This is an optimization exercise on Yosys and OpenROAD, whose aim is small area, not a production implementation. The RTL was checked by simulation tests, not by an equivalence proof against the original design. No driver is modelled on the clock port, so clocking that relies on it looks cheaper here than on a real chip. No activity file was given, so power comes from the tool's default toggle rates.

==> inputs of 05-09 <==
==> flow/design.v <==
`timescale 1ns / 1ps
module time_multiplexing_main(
    input clk,
    input sys_reset,
    input reset,
    input start,
    input [1:0] m,
    input [3:0] load1,
    input [3:0] load2,
    output [3:0] an,
    output [6:0] sseg,
    output dp
    );
    reg [5:0] dc;
    wire [5:0] dc_c = {&dc[4:0], &dc[3:0], &dc[2:0], &dc[1:0], dc[0], 1'b1};
    always @(posedge clk)
        if (sys_reset) dc <= 6'b001000;
        else dc <= dc ^ dc_c;
    wire [1:0] P = dc[5:4];
    reg [5:0] T;
    wire [5:0] T_c = {&T[4:0], &T[3:0], &T[2:0], &T[1:0], T[0], 1'b1};
    always @(posedge clk)
        if (sys_reset | (&T[5:2])) T <= 6'd0;
        else T <= T ^ T_c;
    wire tick_t = T[5] & T[4] & T[3] & ~T[2] & T[1] & T[0];    
    localparam IDLE = 3'd0, RUN = 3'd1, PAUSE = 3'd2, ARM = 3'd3, CLR = 3'd4, HOLD_R = 3'd5;
    reg [2:0] S, S_n;
    always @(*)
        case (S)
            IDLE:    S_n = start ? ARM : IDLE;
            RUN:     S_n = reset ? CLR : start ? HOLD_R : RUN;
            PAUSE:   S_n = reset ? CLR : start ? ARM : PAUSE;
            ARM:     S_n = start ? ARM : RUN;
            CLR:     S_n = reset ? CLR : IDLE;
            HOLD_R:  S_n = start ? HOLD_R : PAUSE;
            default: S_n = IDLE;
        endcase
    always @(posedge clk)
        if (sys_reset) S <= IDLE;
        else S <= S_n;
    reg [15:0] d;
    wire up = ~m[1];
    wire ld = sys_reset | (tick_t & (S == IDLE));
    wire nine = ~sys_reset & m[1] & ~m[0];
    wire lsel = ~sys_reset & m[0];
    function [3:0] mod10;
        input [3:0] x;
        reg ge;
        begin
            ge = x[3] & (x[2] | x[1]);
            mod10 = {x[3] & ~ge, ge ? x[2] & x[1] : x[2], ge ? x[2] & ~x[1] : x[1], x[0]};
        end
    endfunction
    wire [3:0] l1 = mod10(load1), l2 = mod10(load2);
    wire [15:0] L = {lsel ? l2 : {nine, 2'b00, nine},
                     lsel ? l1 : {nine, 2'b00, nine},
                     nine, 2'b00, nine, nine, 2'b00, nine};
    function term;
        input [3:0] q;
        input u;
        term = u ? (q[3] & q[0]) : ~(q[3] | q[2] | q[1] | q[0]);
    endfunction
    function [3:0] delta;
        input [3:0] q;
        input u;
        delta = u ? {q[0] & (q[3] | (q[1] & q[2])), q[0] & q[1], q[0] & ~q[3], 1'b1}
                  : {~q[0] & ~q[1] & ~q[2], ~q[0] & ~q[1] & (q[2] | q[3]), ~q[0] & (q[1] | q[2] | q[3]), 1'b1};
    endfunction
    wire t0 = term(d[3:0], up), t1 = term(d[7:4], up), t2 = term(d[11:8], up), t3 = term(d[15:12], up);
    wire e0 = tick_t & (S == RUN) & ~(t0 & t1 & t2 & t3);
    wire e1 = e0 & t0, e2 = e1 & t1, e3 = e2 & t2;
    wire [15:0] tg = {{4{e3}} & delta(d[15:12], up), {4{e2}} & delta(d[11:8], up),
                      {4{e1}} & delta(d[7:4], up), {4{e0}} & delta(d[3:0], up)};
    always @(posedge clk)
        d <= ld ? L : d ^ tg;
    wire [3:0] x = P[1] ? (P[0] ? d[15:12] : d[11:8]) : (P[0] ? d[7:4] : d[3:0]);
    reg [6:0] seg;
    always @(*)
        case (x)
            4'd0: seg = 7'b0000001;
            4'd1: seg = 7'b1001111;
            4'd2: seg = 7'b0010010;
            4'd3: seg = 7'b0000110;
            4'd4: seg = 7'b1001100;
            4'd5: seg = 7'b0100100;
            4'd6: seg = 7'b0100000;
            4'd7: seg = 7'b0001111;
            4'd8: seg = 7'b0000000;
            4'd9: seg = 7'b0000100;
            default: seg = 7'b1111111;
        endcase
    assign sseg = seg;
    assign an = {~(P[1] & P[0]), ~(P[1] & ~P[0]), ~(~P[1] & P[0]), ~(~P[1] & ~P[0])};
    assign dp = ~(P[1] & ~P[0]);
endmodule
==> flow/flow/run.sh <==
#!/bin/bash
# Own layout flow: the standard synthesis, then the combinational logic between the
# standard synthesis's registers is re-mapped for area (registers untouched), then the
# standard ORFS layout with small port buffers and a lean clock tree.
set -euo pipefail
W=$(pwd)
R=$W/orfs/results/${FLOW_PLATFORM:-sky130hd}/time_multiplexing_main/base
YOSYS=$(command -v yosys || echo $FLOW_HOME/../tools/install/yosys/bin/yosys)
LIB=$FLOW_HOME/platforms/sky130hd/lib/sky130_fd_sc_hd__tt_025C_1v80.lib

bash standard.sh synth > $W/flow_synth.log 2>&1

python3 flow/mkmap.py $LIB $W/cellmap.v > $W/flow_mkmap.log 2>&1
cp $R/1_2_yosys.v $W/std_netlist.v
sed -e "s|@LIB@|$LIB|g" -e "s|@IN@|$W/std_netlist.v|g" -e "s|@OUT@|$R/1_2_yosys.v|g" \
    -e "s|@MAP@|$W/cellmap.v|g" -e "s|@ABC@|$W/flow/area.abc|g" flow/resyn.ys > $W/resyn.ys
$YOSYS -s $W/resyn.ys > $W/flow_resyn.log 2>&1
rm -f $R/1_synth.odb $R/1_synth.sdc

bash standard.sh \
    "BUFFER_PORTS_ARGS=-buffer_cell sky130_fd_sc_hd__buf_1" \
    "CTS_ARGS=-sink_clustering_enable -repair_clock_nets -dont_use_dummy_load -buf_list sky130_fd_sc_hd__clkbuf_4" \
    finish > $W/flow_layout.log 2>&1
==> flow/flow/area.abc <==
strash
&get -n
&deepsyn -T 10 -S 7
&put
dch -f
amap
==> flow/flow/mkmap.py <==
# Writes a Yosys techmap file that turns each combinational liberty cell into its function.
import re, sys
txt = open(sys.argv[1]).read()
out = []
for m in re.finditer(r'\n\s*cell\s*\(\s*"?(\w+)"?\s*\)\s*\{', txt):
    name, i, depth = m.group(1), m.end(), 1
    start = i
    while depth:
        depth += {'{': 1, '}': -1}.get(txt[i], 0)
        i += 1
    body = txt[start:i]
    if re.search(r'\b(ff|latch|statetable)\s*\(', body):
        continue
    ins, outs = [], []
    for pn, pb in re.findall(r'\n\s*pin\s*\(\s*"?(\w+)"?\s*\)\s*\{(.*?)\n\s{8}\}', body, re.S):
        d = re.search(r'direction\s*:\s*"?(\w+)', pb)
        f = re.search(r'function\s*:\s*"([^"]*)"', pb)
        if d and d.group(1) == 'input':
            ins.append(pn)
        elif d and d.group(1) == 'output' and f:
            outs.append((pn, f.group(1)))
    if not outs:
        continue
    def conv(f):
        f = f.replace('!', '~')
        f = re.sub(r'(?<=[\w)])\s+(?=[\w(~])', ' & ', f)
        return f.replace('+', '|').replace('*', '&')
    s = "module %s(%s);\n" % (name, ", ".join(ins + [o for o, _ in outs]))
    s += "".join("  input %s;\n" % p for p in ins)
    s += "".join("  output %s;\n  assign %s = %s;\n" % (o, o, conv(f)) for o, f in outs)
    out.append(s + "endmodule\n")
open(sys.argv[2], 'w').write("".join(out))
==> flow/flow/resyn.ys <==
# re-map the combinational logic of the standard synthesis netlist; the flip-flops
# (liberty blackboxes, not in the map) keep their cells and instance names
read_liberty -lib @LIB@
read_verilog @IN@
hierarchy -top time_multiplexing_main
techmap -map @MAP@
techmap
opt -fast
opt_clean
abc -script @ABC@ -liberty @LIB@ -dont_use *probe* -dont_use *lpflow*
opt_clean -purge
hilomap -singleton -hicell sky130_fd_sc_hd__conb_1 HI -locell sky130_fd_sc_hd__conb_1 LO
splitnets
opt_clean -purge
insbuf -buf sky130_fd_sc_hd__buf_1 A X
check -assert
tee -o resyn_stat.txt stat -liberty @LIB@
write_verilog -noattr -nohex -nodec @OUT@
==> flow/standard.sh <==
#!/bin/bash
# synth_recipe.tcl (not shown) runs the flow's synth.tcl, then flattens the netlist and writes it again
# the make line also repeats each setting of config.mk as NAME=value (left out here)
make -C /OpenROAD-flow-scripts/flow DESIGN_CONFIG=/design/flow/config.mk WORK_HOME=/design/flow/orfs CLKGATE_MAP_FILE= SYNTH_SCRIPT=/design/flow/synth_recipe.tcl "${@:-finish}"
==> flow/config.mk <==
export PLATFORM = sky130hd
export DESIGN_NAME = time_multiplexing_main
export DESIGN_NICKNAME = time_multiplexing_main
export VERILOG_FILES = /design/flow/design.v
export SDC_FILE = /design/flow/constraint.sdc
export NUM_CORES = 4
export LEC_CHECK = 0
export ABC_AREA = 1
export CAP_MARGIN = 20
export CORE_MARGIN = 2
export CORE_UTILIZATION = 40
export SLEW_MARGIN = 20
==> flow/constraint.sdc <==
create_clock -name core_clock -period 25.0 [get_ports {clk}]
set_input_delay 5.0000 -clock core_clock [delete_from_list [all_inputs] [get_ports {clk}]]
set_output_delay 5.0000 -clock core_clock [all_outputs]
set_load 0.01 [all_outputs]
==> inputs of 10-25, as changes to 05-09 <==
--- a/flow/design.v
+++ b/flow/design.v
@@ -42,5 +42,3 @@
     wire up = ~m[1];
-    wire ld = sys_reset | (tick_t & (S == IDLE));
-    wire nine = ~sys_reset & m[1] & ~m[0];
-    wire lsel = ~sys_reset & m[0];
+    wire ld = tick_t & (S == IDLE);
     function [3:0] mod10;
@@ -53,16 +51,23 @@
     endfunction
+    wire nine = m[1] & ~m[0];
     wire [3:0] l1 = mod10(load1), l2 = mod10(load2);
-    wire [15:0] L = {lsel ? l2 : {nine, 2'b00, nine},
-                     lsel ? l1 : {nine, 2'b00, nine},
+    wire [15:0] L = {m[0] ? l2 : {nine, 2'b00, nine},
+                     m[0] ? l1 : {nine, 2'b00, nine},
                      nine, 2'b00, nine, nine, 2'b00, nine};
     function term;
-        input [3:0] q;
+        input [3:0] a;
         input u;
-        term = u ? (q[3] & q[0]) : ~(q[3] | q[2] | q[1] | q[0]);
+        term = u ? (a[3] & a[0]) : ~(a[3] | a[2] | a[1] | a[0]);
     endfunction
-    function [3:0] delta;
-        input [3:0] q;
+    function [3:0] step;
+        input [3:0] a;
         input u;
-        delta = u ? {q[0] & (q[3] | (q[1] & q[2])), q[0] & q[1], q[0] & ~q[3], 1'b1}
-                  : {~q[0] & ~q[1] & ~q[2], ~q[0] & ~q[1] & (q[2] | q[3]), ~q[0] & (q[1] | q[2] | q[3]), 1'b1};
+        step = u ? {(a[3] & ~a[0]) | (a[2] & a[1] & a[0]),
+                    a[2] ^ (a[1] & a[0]),
+                    ~a[3] & (a[1] ^ a[0]),
+                    ~a[0]}
+                 : {~a[2] & ~a[1] & ~(a[3] ^ a[0]),
+                    (a[2] & (a[1] | a[0])) | (a[3] & ~a[0]),
+                    ~(a[1] ^ a[0]) & (a[3] | a[2] | a[1]),
+                    ~a[0]};
     endfunction
@@ -71,6 +76,12 @@
     wire e1 = e0 & t0, e2 = e1 & t1, e3 = e2 & t2;
-    wire [15:0] tg = {{4{e3}} & delta(d[15:12], up), {4{e2}} & delta(d[11:8], up),
-                      {4{e1}} & delta(d[7:4], up), {4{e0}} & delta(d[3:0], up)};
+    wire [15:0] St = {step(d[15:12], up), step(d[11:8], up), step(d[7:4], up), step(d[3:0], up)};
     always @(posedge clk)
-        d <= ld ? L : d ^ tg;
+        if (sys_reset) d <= 16'd0;
+        else if (ld) d <= L;
+        else begin
+            if (e0) d[3:0] <= St[3:0];
+            if (e1) d[7:4] <= St[7:4];
+            if (e2) d[11:8] <= St[11:8];
+            if (e3) d[15:12] <= St[15:12];
+        end
     wire [3:0] x = P[1] ? (P[0] ? d[15:12] : d[11:8]) : (P[0] ? d[7:4] : d[3:0]);
==> flow/run.sh (new file) <==
#!/bin/bash
# synth_recipe.tcl (not shown) runs the flow's synth.tcl, then flattens the netlist and writes it again
# the make line also repeats each setting of config.mk as NAME=value (left out here)
make -C /OpenROAD-flow-scripts/flow DESIGN_CONFIG=/design/flow/config.mk WORK_HOME=/design/flow/orfs CLKGATE_MAP_FILE= SYNTH_SCRIPT=/design/flow/synth_recipe.tcl finish
removed: flow/flow/run.sh
removed: flow/flow/area.abc
removed: flow/flow/mkmap.py
removed: flow/flow/resyn.ys
removed: flow/standard.sh
==> impl_metrics.csv <==
group,metric,value,unit
run_status,outcome,"timing/DRC/antenna clean",
timing,finalCriticalPeriod,7.857,ns
power_and_ir_drop,power_frac_seq,47.3,%
critical_path,critPathMaxFanout,5,
final_layout,fin_area,2892,µm²
clock_tree,clkSlewWorstSetupHoldPaths,0.07,ns
logic_synthesis,synth_fp_nets,385,
critical_path,cp_num_cells,9,
timing,tightest_slew,0.7976,ns
floorplanning,die_y,82.92,µm
critical_path,critPathArrivalTime,2.86,ns
the above is filed under 10-25

==> impl_metrics.csv <==
group,metric,value,unit
floorplanning,die_y,69.44,µm
logic_synthesis,syn-cell-area,1713,µm²
final_layout,fin_area,1911,µm²
final_layout,regMostFlops,"d",
clock_tree,clkSlewWorstSetupHoldPaths,0.09,ns
timing,tightest_slew,0.5948,ns
run_status,outcome,"timing/DRC/antenna clean",
final_layout,nets,300,
power_and_ir_drop,power_frac_seq,59.4,%
critical_path,critPathArrivalTime,7.91,ns
timing,finalCriticalPeriod,7.642,ns
critical_path,critPathMaxFanout,11,
logic_synthesis,synth_fp_nets,268,
the above is filed under 05-09


========
==> job 2071: inputs <==
Another version of the RTL of time_multiplexing_main (not shown whole).
// time_multiplexing_main
module time_multiplexing_main(
    input clk,
    input sys_reset,
    input reset,
    input start,
    input [1:0] m,
    input [3:0] load1,
    input [3:0] load2,
    output [3:0] an,
    output [6:0] sseg,
    output dp
    );
==> module time_multiplexing_main, before the edit <==
module time_multiplexing_main(
    input clk,
    input sys_reset,
    input reset,
    input start,
    input [1:0] m,
    input [3:0] load1,
    input [3:0] load2,
    output [3:0] an,
    output [6:0] sseg,
    output dp
    );
    reg [5:0] dc;
    wire [5:0] dc_c = {&dc[4:0], &dc[3:0], &dc[2:0], &dc[1:0], dc[0], 1'b1};
    always @(posedge clk)
        if (sys_reset) dc <= 6'b001000;
        else dc <= dc ^ dc_c;
    wire [1:0] P = dc[5:4];
    reg [5:0] T;
    wire tick_t = T[4] & ~T[3] & T[2] & ~T[1] & T[0];
    always @(posedge clk)
        if (sys_reset) T <= 6'b010111;
        else T <= {T[4:0], (T[5] ^ T[4]) | tick_t};
    localparam IDLE = 3'd1, RUN = 3'd3, PAUSE = 3'd7, ARM = 3'd2, CLR = 3'd5, HOLD_R = 3'd6;
    reg [2:0] S, S_n;
    always @(*)
        case (S)
            IDLE:    S_n = start ? ARM : IDLE;
            RUN:     S_n = reset ? CLR : start ? HOLD_R : RUN;
            PAUSE:   S_n = reset ? CLR : start ? ARM : PAUSE;
            ARM:     S_n = start ? ARM : RUN;
            CLR:     S_n = reset ? CLR : IDLE;
            HOLD_R:  S_n = start ? HOLD_R : PAUSE;
            default: S_n = IDLE;
        endcase
    always @(posedge clk)
        if (sys_reset) S <= IDLE;
        else S <= S_n;
    reg [15:0] s;
    reg c;
    wire ld = sys_reset | (tick_t & (S == IDLE));
    wire flip = c ^ m[1];
    function [3:0] comp9;             
        input [3:0] q;
        input f;
        comp9 = {f ? ~(q[3] | q[2] | q[1]) : q[3], q[2] ^ (f & q[1]), q[1], q[0] ^ f};
    endfunction
    function [3:0] mod10;
        input [3:0] x;
        reg ge;
        begin
            ge = x[3] & (x[2] | x[1]);
            mod10 = {x[3] & ~ge, ge ? x[2] & x[1] : x[2], ge ? x[2] & ~x[1] : x[1], x[0]};
        end
    endfunction
    wire lsel = ~sys_reset & m[0];
    wire [15:0] L = {lsel ? mod10(load2) : 4'd0, lsel ? mod10(load1) : 4'd0, 8'd0};
    wire [15:0] si = {comp9(s[15:12], flip), comp9(s[11:8], flip), comp9(s[7:4], flip), comp9(s[3:0], flip)};
    wire n0 = si[3] & si[0], n1 = si[7] & si[4], n2 = si[11] & si[8], n3 = si[15] & si[12];
    wire e0 = tick_t & (S == RUN) & ~(n0 & n1 & n2 & n3);
    wire e1 = e0 & n0, e2 = e1 & n1, e3 = e2 & n2;
    function [3:0] incd;              
        input [3:0] q;
        incd = {q[0] & (q[3] | (q[1] & q[2])), q[0] & q[1], q[0] & ~q[3], 1'b1};
    endfunction
    wire [15:0] tg = {{4{e3}} & incd(si[15:12]), {4{e2}} & incd(si[11:8]),
                      {4{e1}} & incd(si[7:4]), {4{e0}} & incd(si[3:0])};
    always @(posedge clk) begin
        s <= ld ? L : si ^ tg;
        c <= ld ? ~sys_reset & m[1] & ~m[0] : m[1];
    end
    wire [3:0] xs = P[1] ? (P[0] ? s[15:12] : s[11:8]) : (P[0] ? s[7:4] : s[3:0]);
    wire [3:0] x = comp9(xs, c);
    wire [6:0] seg_on = {
        x[3] | x[1] | (x[2] & x[0]) | (~x[2] & ~x[0]),                                      
        ~x[2] | (~x[1] & ~x[0]) | (x[1] & x[0]),                                            
        x[2] | ~x[1] | x[0],                                                                
        x[3] | (~x[2] & ~x[0]) | (~x[2] & x[1]) | (x[1] & ~x[0]) | (x[2] & ~x[1] & x[0]),   
        (~x[2] & ~x[0]) | (x[1] & ~x[0]),                                                   
        x[3] | (~x[1] & ~x[0]) | (x[2] & ~x[1]) | (x[2] & ~x[0]),                           
        x[3] | (~x[2] & x[1]) | (x[2] & ~x[1]) | (x[1] & ~x[0])};                           
    wire [6:0] seg = ~seg_on;
    assign sseg = seg;
    assign an = {~(P[1] & P[0]), ~(P[1] & ~P[0]), ~(~P[1] & P[0]), ~(~P[1] & ~P[0])};
    assign dp = ~(P[1] & ~P[0]);
endmodule
clock: 25.0 ns
lec_check: 0
abc_area: 1
cap_margin: 20
core_margin: 2
core_utilization: 40
slew_margin: 20
standard.sh (not shown) runs the stock make flow with config.mk's settings and CLKGATE_MAP_FILE= SYNTH_SCRIPT=/design/flow/synth_recipe.tcl, a recipe that flattens the netlist after the stock synthesis.
==> flow/flow/run.sh <==
#!/bin/bash
# Own layout flow: the standard synthesis, then the combinational logic between the
# standard synthesis's registers is re-mapped for area (registers untouched), then the
# standard ORFS layout with small port buffers and a lean clock tree.
set -euo pipefail
W=$(pwd)
R=$W/orfs/results/${FLOW_PLATFORM:-sky130hd}/time_multiplexing_main/base
YOSYS=$(command -v yosys || echo $FLOW_HOME/../tools/install/yosys/bin/yosys)
LIB=$FLOW_HOME/platforms/sky130hd/lib/sky130_fd_sc_hd__tt_025C_1v80.lib

bash standard.sh synth > $W/flow_synth.log 2>&1

python3 flow/mkmap.py $LIB $W/cellmap.v > $W/flow_mkmap.log 2>&1
cp $R/1_2_yosys.v $W/std_netlist.v
# a few random seeds of the re-mapping, in parallel; the smallest netlist is kept
SEEDS="1 2 3 4 5 6 7 8 9 10 11 12"
for S in $SEEDS; do
  sed "s|@SEED@|$S|" flow/area.abc > $W/area_$S.abc
  sed -e "s|@LIB@|$LIB|g" -e "s|@IN@|$W/std_netlist.v|g" -e "s|@OUT@|$W/resyn_$S.v|g" \
      -e "s|@MAP@|$W/cellmap.v|g" -e "s|@ABC@|$W/area_$S.abc|g" -e "s|@STAT@|$W/resyn_stat_$S.txt|g" \
      flow/resyn.ys > $W/resyn_$S.ys
  $YOSYS -s $W/resyn_$S.ys > $W/flow_resyn_$S.log 2>&1 &
  if (( $(jobs -r | wc -l) >= ${NUM_CORES:-4} )); then wait -n; fi
done
wait
BEST=$(for S in $SEEDS; do echo "$(awk '/Chip area/ {print $NF}' $W/resyn_stat_$S.txt) $S"; done | sort -n | head -1 | cut -d' ' -f2)
echo "re-mapping seeds: $(grep -h 'Chip area' $W/resyn_stat_*.txt | tr -s ' ' | tr '\n' ';'); kept seed $BEST" > $W/flow_resyn.log
cp $W/resyn_$BEST.v $R/1_2_yosys.v
rm -f $R/1_synth.odb $R/1_synth.sdc

bash standard.sh "BUFFER_PORTS_ARGS=-buffer_cell sky130_fd_sc_hd__buf_1" place > $W/flow_place.log 2>&1
# the fewest clock buffers whose estimated worst flip-flop clock slew stays under 100 ps
for K in 3 4 5 6 7 8; do
  RESULTS=$R LIB=$LIB CLK_K=$K CLK_BUF=clkbuf_4 openroad -no_init -exit flow/cts1.tcl > $W/flow_cts_$K.log 2>&1
  SLEW=$(awk '/worst flip-flop clock slew/ {print $NF}' $W/flow_cts_$K.log)
  if awk -v s="$SLEW" 'BEGIN {exit !(s < 0.100)}'; then break; fi
done
bash standard.sh "BUFFER_PORTS_ARGS=-buffer_cell sky130_fd_sc_hd__buf_1" finish > $W/flow_layout.log 2>&1
==> flow/flow/area.abc <==
strash
&get -n
&deepsyn -T 10 -S @SEED@
&put
dch -f
amap
==> flow/flow/cts1.tcl <==
# Clock tree of one level: the flip-flops are split into CLK_K groups by position (k-means),
# and the clk port drives one CLK_BUF buffer per group, placed at the group's centre.
read_liberty $::env(LIB)
set R $::env(RESULTS)
read_db $R/3_place.odb
read_sdc $R/3_place.sdc
source $::env(FLOW_HOME)/platforms/sky130hd/setRC.tcl
set K $::env(CLK_K); set B $::env(CLK_BUF)
# flops with location
set ffs {}
foreach inst [[odb::get_block] getInsts] {
  if {[string match "*__df*" [[$inst getMaster] getName]]} {
    set bb [$inst getBBox]
    lappend ffs [list [$inst getName] [expr {([$bb xMin]+[$bb xMax])/2.0}] [expr {([$bb yMin]+[$bb yMax])/2.0}]]
  }
}
# k-means
set cents {}
set sorted [lsort -real -index 1 $ffs]
set n [llength $sorted]
for {set k 0} {$k < $K} {incr k} { set f [lindex $sorted [expr {int(($k+0.5)*$n/$K)}]]; lappend cents [list [lindex $f 1] [lindex $f 2]] }
for {set it 0} {$it < 20} {incr it} {
  set groups {}
  for {set k 0} {$k < $K} {incr k} { lappend groups {} }
  foreach f $ffs {
    set best 0; set bd 1e18
    for {set k 0} {$k < $K} {incr k} { set c [lindex $cents $k]; set d [expr {pow([lindex $f 1]-[lindex $c 0],2)+pow([lindex $f 2]-[lindex $c 1],2)}]; if {$d < $bd} {set bd $d; set best $k} }
    lset groups $best [concat [lindex $groups $best] [list $f]]
  }
  set cents {}
  foreach g $groups { set sx 0; set sy 0; foreach f $g { set sx [expr {$sx+[lindex $f 1]}]; set sy [expr {$sy+[lindex $f 2]}] }; set m [llength $g]; if {$m == 0} {set m 1}; lappend cents [list [expr {$sx/$m}] [expr {$sy/$m}]] }
}
set dbu [[odb::get_block] getDbUnitsPerMicron]
for {set k 0} {$k < $K} {incr k} {
  set pins {}
  foreach f [lindex $groups $k] { lappend pins [get_pins [lindex $f 0]/CLK] }
  set c [lindex $cents $k]
  puts "cluster $k: [llength $pins] flops"
  insert_buffer -buffer_cell sky130_fd_sc_hd__$B -net clk -load_pins $pins -location [list [expr {[lindex $c 0]/$dbu}] [expr {[lindex $c 1]/$dbu}]] -buffer_name clkleaf$k -net_name clk_ff$k
}
detailed_placement
set_propagated_clock [all_clocks]
estimate_parasitics -placement
set w 0
foreach p [get_pins -hierarchical */CLK] { set s [get_property $p slew_max]; if {$s > $w} {set w $s} }
puts "clusters: $K of $B, worst flip-flop clock slew $w"
foreach i [[odb::get_block] getInsts] {
  if {[string match "clkleaf*" [$i getName]]} {
    foreach it [$i getITerms] { set net [$it getNet]; if {$net ne "NULL"} { $net setSigType CLOCK } }
  }
}
check_placement
report_clock_skew
report_checks -path_delay min_max
write_db $R/4_1_cts.odb
write_sdc $R/4_cts.sdc
==> flow/flow/resyn.ys <==
# re-map the combinational logic of the standard synthesis netlist; the flip-flops
# (liberty blackboxes, not in the map) keep their cells and instance names
read_liberty -lib @LIB@
read_verilog @IN@
hierarchy -top time_multiplexing_main
techmap -map @MAP@
techmap
opt -fast
opt_clean
abc -script @ABC@ -liberty @LIB@ -dont_use *probe* -dont_use *lpflow*
opt_clean -purge
hilomap -singleton -hicell sky130_fd_sc_hd__conb_1 HI -locell sky130_fd_sc_hd__conb_1 LO
splitnets
opt_clean -purge
insbuf -buf sky130_fd_sc_hd__buf_1 A X
check -assert
tee -o @STAT@ stat -liberty @LIB@
write_verilog -noattr -nohex -nodec @OUT@
Other scripts of this flow, unchanged in this note and not shown: flow/flow/mkmap.py
==> inputs of job 2650, as changes to job 2071 <==
--- a/flow/design.v
+++ b/flow/design.v
@@ -19,9 +19,10 @@
     wire [1:0] P = dc[5:4];
     reg [5:0] T;
-    wire tick_t = T[4] & ~T[3] & T[2] & ~T[1] & T[0];
+    wire [5:0] T_c = {&T[4:0], &T[3:0], &T[2:0], &T[1:0], T[0], 1'b1};
+    wire tick_t = &T;
     always @(posedge clk)
-        if (sys_reset) T <= 6'b010111;
-        else T <= {T[4:0], (T[5] ^ T[4]) | tick_t};
-    localparam IDLE = 3'd1, RUN = 3'd3, PAUSE = 3'd7, ARM = 3'd2, CLR = 3'd5, HOLD_R = 3'd6;
+        if (sys_reset) T <= 6'd4;
+        else T <= (T ^ T_c) | {4'b0, tick_t, tick_t};
+    localparam IDLE = 3'd0, RUN = 3'd1, PAUSE = 3'd2, ARM = 3'd3, CLR = 3'd4, HOLD_R = 3'd5;
     reg [2:0] S, S_n;
     always @(*)
==> flow/flow/run.sh (replaced) <==
#!/bin/bash
# Own layout flow: the standard synthesis, then the combinational logic between the
# standard synthesis's registers is re-mapped for area (registers untouched), then the
# standard ORFS layout with small port buffers and a lean clock tree.
set -euo pipefail
W=$(pwd)
R=$W/orfs/results/${FLOW_PLATFORM:-sky130hd}/time_multiplexing_main/base
YOSYS=$(command -v yosys || echo $FLOW_HOME/../tools/install/yosys/bin/yosys)
LIB=$FLOW_HOME/platforms/sky130hd/lib/sky130_fd_sc_hd__tt_025C_1v80.lib

bash standard.sh synth > $W/flow_synth.log 2>&1

python3 flow/mkmap.py $LIB $W/cellmap.v > $W/flow_mkmap.log 2>&1
cp $R/1_2_yosys.v $W/std_netlist.v
sed -e "s|@LIB@|$LIB|g" -e "s|@IN@|$W/std_netlist.v|g" -e "s|@OUT@|$R/1_2_yosys.v|g" \
    -e "s|@MAP@|$W/cellmap.v|g" -e "s|@ABC@|$W/flow/area.abc|g" flow/resyn.ys > $W/resyn.ys
$YOSYS -s $W/resyn.ys > $W/flow_resyn.log 2>&1
rm -f $R/1_synth.odb $R/1_synth.sdc

bash standard.sh \
    "BUFFER_PORTS_ARGS=-buffer_cell sky130_fd_sc_hd__buf_1" \
    "CTS_ARGS=${CTS_OVR:-$(cat flow/cts_args)}" \
    finish > $W/flow_layout.log 2>&1
==> flow/flow/area.abc (replaced) <==
strash
&get -n
&deepsyn -T 10 -S 7
&put
dch -f
amap
==> flow/flow/cts_args (new file) <==
-sink_clustering_enable -repair_clock_nets -dont_use_dummy_load -buf_list sky130_fd_sc_hd__clkbuf_4
--- a/flow/flow/resyn.ys
+++ b/flow/flow/resyn.ys
@@ -15,4 +15,4 @@
 insbuf -buf sky130_fd_sc_hd__buf_1 A X
 check -assert
-tee -o @STAT@ stat -liberty @LIB@
+tee -o resyn_stat.txt stat -liberty @LIB@
 write_verilog -noattr -nohex -nodec @OUT@
removed: flow/flow/cts1.tcl
==> flow_results.org <==
** Global route
- Met3 track utilization from global routing :: 1.52%

** Run status
- Result of the run :: finished clean

** Layout
- Clock network area share :: 1.71%

** Clocking
- Clock-pin slew on the worst setup and hold paths :: 0.09 ns

** Die
- Tap insertion was completed with 48 tapcells.

** Power
- Net switching fraction of the power :: 26.7%

** Placement
- Cell total after placement :: 293
the above is filed under job 2071

==> flow_results.org <==
** Global route
- For this run, global-route usage on met3 was measured as 4.44%.

** Die
- Well Taps :: 50

** Layout
- Clock network area share :: 2.02%

** Placement
- Counting tap cells, the placed design contains a total of 319 instances.

** Run status
- The flow ran to the end and the layout has no timing, DRC or antenna violations.

** Clocking
- After clock tree synthesis, the clock-pin slew on the worst setup and hold paths is 0.11 ns.
the above is filed under job 2650

[what the ideal ports hide]
In the flow no input, the clock included, has a driving cell. The finished layouts below were timed again as built, in two steps. Step 1 assumes that a clkbuf_16 drives the clock port and a buf_2 every other input. Step 2 moves the port delays by t, midway between the first and last clock arrival at a register: inputs arrive t later, outputs are due t later. That takes back most of the time a late clock gives input paths. Three values: no drivers, after step 1, after step 2; two values: the first two.
run	t, ns	slack for setup (ns)	pins driven straight from the clock port
05-09	0.350	17.358 / 17.358 / 17.008	1
10-25	0.304	17.143 / 17.118 / 17.422	1
job 2071	0.193	16.419 / 16.432 / 16.240	4
job 2650	0.350	16.521 / 16.522 / 16.172	1
After both steps setup and hold are still met in every run listed. The setup slack of 05-09, which loses most, moves by 0.000 ns with the drivers and by -0.350 ns with both steps.
